Source: an optimization exercise on an open RTL-to-GDS flow (aim: small area and a short achievable clock period). Production flows keep margins and buffers that such runs may drop. For this run, only the layout was checked, not whether the RTL still works. Power is estimated from default activity; no workload was simulated.

**run.sh**
```bash
#!/bin/bash
# synth_recipe.tcl (not shown) runs the flow's synth.tcl, then flattens the netlist and writes it again
# the make line also repeats each setting of config.mk as NAME=value (left out here)
make -C /OpenROAD-flow-scripts/flow DESIGN_CONFIG=/design/flow/config.mk WORK_HOME=/design/flow/orfs CLKGATE_MAP_FILE= SYNTH_SCRIPT=/design/flow/synth_recipe.tcl finish
```
**config.mk**
```make
export PLATFORM = sky130hd
export DESIGN_NAME = datapath
export DESIGN_NICKNAME = datapath
export VERILOG_FILES = /design/flow/design.v
export SDC_FILE = /design/flow/constraint.sdc
export NUM_CORES = 4
export LEC_CHECK = 0
export CAP_MARGIN = 20
export CORE_MARGIN = 2
export CORE_UTILIZATION = 65
export SETUP_SLACK_MARGIN = 2.6
export SLEW_MARGIN = 20
export SYNTH_HIERARCHICAL = 1
export SYNTH_MINIMUM_KEEP_SIZE = 0
```
**constraint.sdc**
```tcl
create_clock -name core_clock -period 5.0 [get_ports {clk}]
set_input_delay 1.0000 -clock core_clock [delete_from_list [all_inputs] [get_ports {clk}]]
set_output_delay 1.0000 -clock core_clock [all_outputs]
set_load 0.01 [all_outputs]
```
**design.v**
```verilog
module datapath(datapath_in, vsel, writenum, write, readnum, clk, loada, loadb, shift, asel, bsel, ALUop, loadc, loads, datapath_out, Z_out);
  input write, clk, loada, loadb, vsel, asel, bsel, loadc, loads;
  input [1:0] shift, ALUop;
  input [2:0] writenum, readnum;
  input [15:0] datapath_in;
  output [15:0] datapath_out;
  output Z_out;
  reg [15:0] R0, R1, R2, R3, R4, R5, R6, R7;
  reg [15:0] A, B, C;
  reg S;
  wire [15:0] wdata = vsel ? datapath_in : C;
  always @(posedge clk) begin
    if (write && writenum == 3'd0) R0 <= wdata;
    if (write && writenum == 3'd1) R1 <= wdata;
    if (write && writenum == 3'd2) R2 <= wdata;
    if (write && writenum == 3'd3) R3 <= wdata;
    if (write && writenum == 3'd4) R4 <= wdata;
    if (write && writenum == 3'd5) R5 <= wdata;
    if (write && writenum == 3'd6) R6 <= wdata;
    if (write && writenum == 3'd7) R7 <= wdata;
  end
  wire [7:0] rsel = 8'b1 << readnum;
  wire [15:0] rdata;
  genvar i;
  generate
    for (i = 0; i < 16; i = i + 1) begin : rd
      read_bit u(.r({R7[i], R6[i], R5[i], R4[i], R3[i], R2[i], R1[i], R0[i]}), .s(rsel), .q(rdata[i]));
    end
  endgenerate
  always @(posedge clk) begin
    if (loada) A <= rdata;
    if (loadb) B <= rdata;
  end
  wire sel_b = ~bsel & ~shift[1] & ~shift[0];    
  wire sel_l = ~bsel & ~shift[1] & shift[0];     
  wire sel_r = ~bsel & shift[1];                 
  wire sel_s = ~bsel & shift[1] & shift[0];      
  wire sub = ALUop[0];
  wire [15:0] bn;
  aoi222 ob0(.a1(sel_b), .a2(B[0]), .b1(sel_r), .b2(B[1]), .c1(bsel), .c2(datapath_in[0]), .y(bn[0]));
  generate
    for (i = 1; i < 5; i = i + 1) begin : ob_imm
      wire lo_n, hi_n;
      aoi22 u0(.a1(sel_b), .a2(B[i]), .b1(sel_l), .b2(B[i-1]), .y(lo_n));
      aoi22 u1(.a1(sel_r), .a2(B[i+1]), .b1(bsel), .b2(datapath_in[i]), .y(hi_n));
      and2 u2(.a(lo_n), .b(hi_n), .y(bn[i]));
    end
    for (i = 5; i < 15; i = i + 1) begin : ob
      aoi222 u(.a1(sel_b), .a2(B[i]), .b1(sel_l), .b2(B[i-1]), .c1(sel_r), .c2(B[i+1]), .y(bn[i]));
    end
  endgenerate
  aoi222 ob15(.a1(sel_b), .a2(B[15]), .b1(sel_l), .b2(B[14]), .c1(sel_s), .c2(B[15]), .y(bn[15]));
  wire [15:0] ain = A & {16{~asel}};
  wire [15:0] ainx = ain ^ {16{sub}};
  wire [15:0] p, g, y;
  generate
    for (i = 0; i < 16; i = i + 1) begin : pg
      xnor2 ux(.a(ainx[i]), .b(bn[i]), .y(p[i]));
      gen_or_bit ua(.a(ain[i]), .p(p[i]), .g(g[i]), .y(y[i]));
    end
  endgenerate
  wire [15:0] carry;
  prefix16 u_pfx(.p(p), .g(g), .cin(sub), .c(carry));
  wire arith = ~ALUop[1];
  wire pick_not = ALUop[1] & ALUop[0];
  wire pick_and = ALUop[1] & ~ALUop[0];
  wire [15:0] alu_out;
  generate
    for (i = 0; i < 16; i = i + 1) begin : res
      result_bit u(.p(p[i]), .c(carry[i]), .arith(arith), .pick_not(pick_not), .bn(bn[i]),
                   .pick_and(pick_and), .g(g[i]), .out(alu_out[i]));
    end
  endgenerate
  wire Z;
  zero_flag u_z(.op(ALUop), .p(p), .y(y), .g(g), .bn(bn), .z(Z));
  always @(posedge clk) begin
    if (loadc) C <= alu_out;
    if (loads) S <= Z;
  end
  assign datapath_out = C;
  assign Z_out = S;
endmodule
module read_bit(r, s, q);
  input [7:0] r, s;
  output q;
  assign q = |(r & s);
endmodule
module aoi222(a1, a2, b1, b2, c1, c2, y);
  input a1, a2, b1, b2, c1, c2;
  output y;
  assign y = ~((a1 & a2) | (b1 & b2) | (c1 & c2));
endmodule
module aoi22(a1, a2, b1, b2, y);
  input a1, a2, b1, b2;
  output y;
  assign y = ~((a1 & a2) | (b1 & b2));
endmodule
module and2(a, b, y);
  input a, b;
  output y;
  assign y = a & b;
endmodule
module xnor2(a, b, y);
  input a, b;
  output y;
  assign y = ~(a ^ b);
endmodule
module gen_or_bit(a, p, g, y);
  input a, p;
  output g, y;
  assign g = a & ~p;
  assign y = a | p;
endmodule
module prefix16(p, g, cin, c);
  input [15:0] p, g;
  input cin;
  output [15:0] c;
  wire [15:0] g0 = {g[15:1], g[0] | (p[0] & cin)};
  wire [15:0] g1, p1, g2, p2, g3, p3, g4;
  genvar i;
  generate
    for (i = 0; i < 16; i = i + 1) begin : lvl
      if (i % 2 == 1) begin : l1
        assign g1[i] = g0[i] | (p[i] & g0[i-1]);
        assign p1[i] = p[i] & p[i-1];
      end else begin : l1n
        assign g1[i] = g0[i];
        assign p1[i] = p[i];
      end
      if (i % 4 >= 2) begin : l2
        assign g2[i] = g1[i] | (p1[i] & g1[(i/4)*4+1]);
        assign p2[i] = p1[i] & p1[(i/4)*4+1];
      end else begin : l2n
        assign g2[i] = g1[i];
        assign p2[i] = p1[i];
      end
      if (i % 8 >= 4) begin : l3
        assign g3[i] = g2[i] | (p2[i] & g2[(i/8)*8+3]);
        assign p3[i] = p2[i] & p2[(i/8)*8+3];
      end else begin : l3n
        assign g3[i] = g2[i];
        assign p3[i] = p2[i];
      end
      if (i >= 8) begin : l4
        assign g4[i] = g3[i] | (p3[i] & g3[7]);
      end else begin : l4n
        assign g4[i] = g3[i];
      end
    end
  endgenerate
  assign c = {g4[14:0], cin};
endmodule
module result_bit(p, c, arith, pick_not, bn, pick_and, g, out);
  input p, c, arith, pick_not, bn, pick_and, g;
  output out;
  assign out = (arith & (p ^ c)) | (pick_not & bn) | (pick_and & g);
endmodule
module zero_flag(op, p, y, g, bn, z);
  input [1:0] op;
  input [15:0] p, y, g, bn;
  output z;
  wire z_arith = &(p ~^ {y[14:0], op[0]});
  wire z_and = ~|g;
  wire z_not = ~|bn;
  assign z = op[1] ? (op[0] ? z_not : z_and) : z_arith;
endmodule
```
==> run summary <==
* Tightest Pin Transition at ~1 ns
* Outcome: complete, no violations
* Crit-path cells: buf_12 -> nor2b_4 -> buf_12 -> a222oi_1 -> xnor2_1 -> nor2b_1 -> a21o_2 -> nand4_1 -> buf_4 -> a21o_1 -> a21oi_2 -> buf_4 -> xnor2_1 -> o21ai_1
* Core box area at roughly 12000 µm²
* Total power per unit cell area at roughly 380 nW/µm²
* Largest net degree at the start of global routing at 19
* Leak at 3.96 nW
* Rel. slew slack at approximately a third
* Ys Warns at 7
* WS Path Type: in -> reg
* Io pins at 52
* Maximum fanout along the worst path at 5
* Layout Skew at ~0.01 ns
* DP HPWL at about 13000 µm
* Critical Path AT at between 3 and 4 ns
* Final setup violation count at 0
* Vias in the first global route at 6100
* Overall global routing resource usage at 35.7%
* WL/cell at between 20 and 30 µm
* Mapped Nets at approximately 600
* Mapped Area at around 8200 µm²
* GP Congestion at 0.913
* FP Rows at 40
* CP peak stage delay at roughly 0.46 ns
* Clock root cell: clkbuf_16
* Most common cell after layout, fill and taps aside: edfxtp_1
* Most frequent cells in the layout: 177 x edfxtp_1, 87 x buf_4, 80 x a22oi_1, 30 x clkdlybuf4s50_1, 26 x xor2_1
* Critical Path End Type: flop
* Tmin final at around 3.7 ns
* Post-Synthesis Cells at roughly 550
* CTS Buf Count at 17
* Gr ovfl total at 0
* Net count reported at finish at ~750
* Detail Route Antenna Nets at 0
* Critical path startpoint category: input port
* Fmax at 0.269 GHz
* CP max-delay cell: a222oi_1
* Share of layout cells above drive strength 1 at about 33%
* Tightest Hold Check Type: reg -> reg
* Critical path buffer and inverter count at 4
* Die area at 13500 µm²
* Pre-antenna DRT Iters at 8
* DRT iter0 DRCs at between 900 and 1000
* TNS Setup at 0 ns
* CP top delay family: compound AO/OA/AOI/OAI gates
* VDD IR max at about 0.36 mV
* IO Port Bufs at between 50 and 60
* Clock Tree Buf Depth at 2
* Final Cycle Share at approximately 74%
* CTS H-tree lvls at 4
* ANT cells at 0
* Synth Area per Inst at between 10 and 15 µm²
* First-pass GRT wire length at about 34000 µm
* Post-Route WL at approximately 24000 µm
* Clk slew on worst S/H paths at around 0.070 ns
* Remaining DRCs at 0
* Clk sink count at approximately 180
* Max-cap violations at 0
* Layout area overhead at 31.8%
* Number of fill cells at 482
* Worst-Skew Late Latency at ~0.44 ns
* Vias at just over 6000
* RSZ-0062 raised after global routing: true
* CTS tree: built
* Fin Hold WS at between 0.6 and 0.7 ns
* Die Wd at roughly 120 µm
* Vias per cell at a little under 7
* Reg2Reg Setup Slack at around 1.7 ns
* Die height at between 100 and 150 µm
* Starting Density at approximately 67%
* Req. time, crit path at a little over 5 ns
* Final Max Tran Viols at 0
* Fin. Hold Viols at 0
* Initial antenna violation count at 0
worst min-delay path, stage by stage (launching register included):
cell      delay [ns]
edfxtp_1        0.32
a22oi_1         0.06
nand4_1         0.10
state kept, by name, summed over array words and instances, names as in the netlist:
register and flops:
C 16, B 16, R6 16, R0 16, R4 16, S 1, A 16, R2 16
R7 16, R5 16, R3 16, R1 16
path summary, 6_finish.rpt:
kind	start	to	cells past startpoint
setup reg to reg	B[0]	C[9]	11
hold / removal	R6[15]	B[15]	2
setup / recovery	shift[1]	C[9]	14
hold reg to reg	R6[15]	B[15]	2
stage by stage:
stage	instance area, µm²	util, %	setup WS (ns)	instances	total power [mW]
2_1_floorplan	8310	-	1.52	553	2.22
3_3_place_gp	9120	75.0	0.490	784	2.42
3_5_place_dp	9120	75.0	0.359	784	2.44
4_1_cts	10600	87.0	1.91	888	3.91
5_1_grt	10800	88.6	1.20	894	4.14
6_report	10800	88.6	1.28	894	4.04
report_power, final:
group	internal [mW]	total (mW)	switching [mW]	leakage, nW
clock network	0.747	1.34	0.589	0.287
logic	0.412	0.912	0.500	2.02
registers	1.75	1.79	0.0441	1.65
total	2.91	4.04	1.13	3.96
cell type report:
class                      count  area, µm²  area share, %
tap                          168        210           1.95
multi-input combinational    349       3230           30.0
inverter                      21       78.8          0.732
sequential                   177       5320           49.3
timing repair buffer         148       1350           12.5
clock buffer                  19        433           4.02
clock inverter                12        150           1.39
timing repair:
action / CTS / global route
endpoints found under the setup margin: 104 / 67
setup buffers: 72 / 6
resized for setup: 97 / 27
pin swaps: 52 / 26
cloned: 1 / 0
hold buffers: 0 / 0
layer usage:
metal / track usage (%) / routed length [µm] / vias to the layer above
met3: 7.42 / 2440 / 127
met5: 0 / 0 / -
met4: 17.2 / 1240 / 0
li1: - / - / 2538
met1: 44.7 / 8670 / 3000
met2: 60.0 / 12100 / 448

## separate check: timing with driven ports
The flow's constraints put no driver on any port. The routed layout listed below was extracted and timed again, unchanged, in two steps. Step 1 assumes that a clkbuf_16 drives the clock port and a buf_2 every other input. Step 2 also shifts input and output timing later by t, the mid clock arrival at the registers, as if the neighbouring blocks saw the same clock. Slacks: no drivers / after step 1 / after step 2; pairs: no drivers / after step 1.
t (ns): 0.469
slack for setup (ns): 1.278 / 1.268 / 0.799
worst setup path at the end: input to register
worst register clock-pin slew, ns: 0.07 / 0.07
After both steps this run still meets setup and hold. The setup slack of this run moves by -0.010 ns with the drivers and by -0.479 ns with both steps.
